What follows belongs to an exercise in optimizing a design on an open flow for small area, a short achievable clock period and few clock cycles per item; a production flow would make more cautious choices. Function was checked by simulation only, so behaviour that the tests miss may differ from the original. No activity file was given, so power comes from the tool's default toggle rates.

## run A
==> flow/design.v (excerpt) <==
module cordic_engine
#(
    parameter IO_BW=32
)
(
    clk,
    rst_n,
    phase,
    mode,
    pop,
    valid_in,
    valid_out,
    result
);
clock: 6.0 ns
lec_check: 0
abc_area: 1
cap_margin: 20
core_margin: 2
core_utilization: 40
place_density: 0.6
setup_slack_margin: 4.0
slew_margin: 20
standard.sh (not shown) runs the stock make flow with config.mk's settings and CLKGATE_MAP_FILE= SYNTH_SCRIPT=/design/flow/synth_recipe.tcl, a recipe that flattens the netlist after the stock synthesis.
==> flow/flow/run.sh <==
#!/bin/bash
# Own flow: the standard layout (standard.sh, all steps) with ADDER_MAP_FILE empty,
# so that synthesis leaves the additions to ABC instead of extracting half/full-adder
# cells (which ABC cannot restructure). Registers, SDC, floorplan, power grid and the
# rest of the flow are the standard ones.
set -euo pipefail
bash standard.sh ADDER_MAP_FILE= finish > layout.log 2>&1
Run A went all the way through the flow, and no timing, DRC or antenna check failed.
Testbench counts of run A, summed over its fixed seeds: cycles 16,032, items 16,000.
Relative to run A, the following input files were edited for run B:
- SETUP_SLACK_MARGIN now 3.7, was 4.0
==> flow/run.sh (new file) <==
#!/bin/bash
# synth_recipe.tcl (not shown) runs the flow's synth.tcl, then flattens the netlist and writes it again
# the make line also repeats each setting of config.mk as NAME=value (left out here)
make -C /OpenROAD-flow-scripts/flow DESIGN_CONFIG=/design/flow/config.mk WORK_HOME=/design/flow/orfs CLKGATE_MAP_FILE= SYNTH_SCRIPT=/design/flow/synth_recipe.tcl finish
removed: flow/flow/run.sh
removed: flow/standard.sh
Results
- Summary: with run A as the reference, average footprint of a synthesized cell in run B moved up by a few percent.
- The higher reg-to-reg setup timing slack of run A and run B is in run A.
- Per the comparison of run B with run A, via density per instance shows an increase of 0.40%; data arrival time of the worst path has increased; fraction of the cycle the final worst path needs went up by 6.4 points; flip-flop and latch share of the layout cell area increased by 0.90 points relative to the old numbers.
- On first-pass GRT wire length: run B sits below run A.
- sky130_fd_sc_hd__dfxtp_2 as the critical-path cell with the highest stage delay was reported by run B, and sky130_fd_sc_hd__dfxtp_4 by run A.
- The higher final instance area came out of run A.
- Looking at synthesized netlist cell count, run B sits 44 below run A.
- Max met1 wire length across run A and run B: run B
- In the reports for run A and run B, the larger minimum setup slack in the final design belongs to run A.

* * *

the previous run:
Starting RTL as in the previous note.
## cordic_engine
module cordic_engine
#(
    parameter IO_BW=32
)
(
    clk,
    rst_n,
    phase,
    mode,
    pop,
    valid_in,
    valid_out,
    result
);
input   clk;
input   rst_n;
input   valid_in;
input   [IO_BW-1:0] phase;
input   [2:0] mode;
output  [IO_BW-1:0] result;
output reg valid_out;
output reg pop;
wire [9:0] p = phase[9:0];
wire dbl = (mode == 3'd2) | (mode == 3'd3) | (mode == 3'd4);    
wire zer = (mode > 3'd4);
function gt;
    input [9:0] a;
    input [9:0] k;
    integer i;
    begin
        gt = 1'b0;
        for (i = 0; i < 10; i = i + 1)
            gt = k[i] ? (a[i] & gt) : (a[i] | gt);
    end
endfunction
wire g1 = gt(p, 10'd90),  g2 = gt(p, 10'd180), g3 = gt(p, 10'd270), g4 = gt(p, 10'd360);
wire g5 = gt(p, 10'd450), g6 = gt(p, 10'd540), g7 = gt(p, 10'd630);
wire [2:0] r = {g4, (g2 & ~g4) | g6, (g1 & ~g2) | (g3 & ~g4) | (g5 & ~g6) | g7};
wire [7:0] pp = zer ? 8'd0 : dbl ? {p[6:0], 1'b0} : p[7:0];
reg       v1;
reg [7:0] pp1;
reg [2:0] r1;
reg       c0, c1, c2, c3, c4;    
always @(posedge clk) begin
    if (!rst_n) begin
        v1  <= 1'b0;
        pop <= 1'b1;
    end else begin
        v1  <= valid_in;
        pop <= 1'b0;
    end
    pp1 <= pp;
    r1  <= r;
    c0  <= (mode == 3'd0);
    c1  <= (mode == 3'd1);
    c2  <= (mode == 3'd2);
    c3  <= (mode == 3'd3);
    c4  <= (mode == 3'd4);
end
wire [9:0] lut;
  ...
Settings: LEC_CHECK=0, ABC_AREA=1, CAP_MARGIN=0, CORE_MARGIN=2, CORE_UTILIZATION=40, PLACE_DENSITY=0.6, SETUP_SLACK_MARGIN=3.9, SLEW_MARGIN=0; clock period 6.0 ns.
==> flow/flow/run.sh <==
#!/bin/bash
# Own flow: the standard layout (standard.sh, all steps) with ADDER_MAP_FILE empty,
# so that synthesis leaves the additions to ABC instead of extracting half/full-adder
# cells (which ABC cannot restructure). Registers, SDC, floorplan, power grid and the
# rest of the flow are the standard ones.
set -euo pipefail
bash standard.sh ADDER_MAP_FILE= finish > layout.log 2>&1
Both conditions hold for the previous run: the flow ran to the end and the final layout passed the timing, DRC and antenna checks.
Testbench counts of the previous run, summed over its fixed seeds: cycles 16,032, items 16,000.
For the current run, these inputs were changed with respect to the previous run:
Settings: changing SLEW_MARGIN from 0 to 20; setting CTS_CLUSTER_SIZE to 30 for the first time; setting CTS_CLUSTER_DIAMETER to 100 for the first time; changing CAP_MARGIN from 0 to 20; changing SETUP_SLACK_MARGIN from 3.9 to 3.8.
==> flow/run.sh (new file) <==
#!/bin/bash
# synth_recipe.tcl (not shown) runs the flow's synth.tcl, then flattens the netlist and writes it again
# the make line also repeats each setting of config.mk as NAME=value (left out here)
make -C /OpenROAD-flow-scripts/flow DESIGN_CONFIG=/design/flow/config.mk WORK_HOME=/design/flow/orfs CLKGATE_MAP_FILE= SYNTH_SCRIPT=/design/flow/synth_recipe.tcl finish
removed: flow/flow/run.sh
removed: flow/standard.sh
[summary]
Diff the previous run -> the current run: post-detailed-placement cell area lost 170 sq um; die area lower; sequential cell area in the final layout saw an increase; vertical die dimension shows a reduction of 1.0%.
Number of antenna cells inserted, the previous run and the current run, higher one = the previous run.
Summary — floorplan row count, the current run relative to the previous run: lower, by about 2.3%.
Routed wire length: the current run vs the previous run down 4.3%
Against the previous run, the current run comes in 20% higher on sum of internal, switching and leakage power.
Sort the previous run and the current run by length of routed met3 wiring, descending, and the current run comes first.
Compared with the previous run, in the current run filler-free cell count of the finished design went down 45, final setup slack of the worst path went down 88 ps.

re-timing with driven ports:
Ports are ideal in the flow. The routed layouts listed here were re-timed in OpenROAD. Step 1, drivers: a clkbuf_16 drives clk and a buf_2 each remaining input, both assumed. Step 2 adds t to the input delays and takes it off the output delays; t is the mean of the earliest and latest rising clock arrival at the registers after step 1. Input paths then give back, and output paths get back, about the clock's delay inside the block. Slacks: ideal ports / drivers / drivers and shift; pairs: ideal ports / drivers.
run | t (ns) | setup slack, ns | hold slack, ns | worst setup path after step 2 | pins driven straight from the clock port
run A | 0.394 | 3.928 / 3.883 / 3.680 | 0.325 / 0.325 / 0.325 | input to register | 1
run B | 0.384 | 3.544 / 3.544 / 3.455 | 0.333 / 0.333 / 0.333 | input to register | 1
the previous run | 0.387 | 3.867 / 3.867 / 3.587 | 0.326 / 0.326 / 0.326 | input to register | 1
the current run | 0.384 | 3.779 / 3.779 / 3.555 | 0.322 / 0.322 / 0.322 | input to register | 1
After both steps every run listed still meets setup and hold. For the previous run, which loses most, drivers alone change the setup slack by 0.000 ns; drivers and shift together by -0.280 ns.
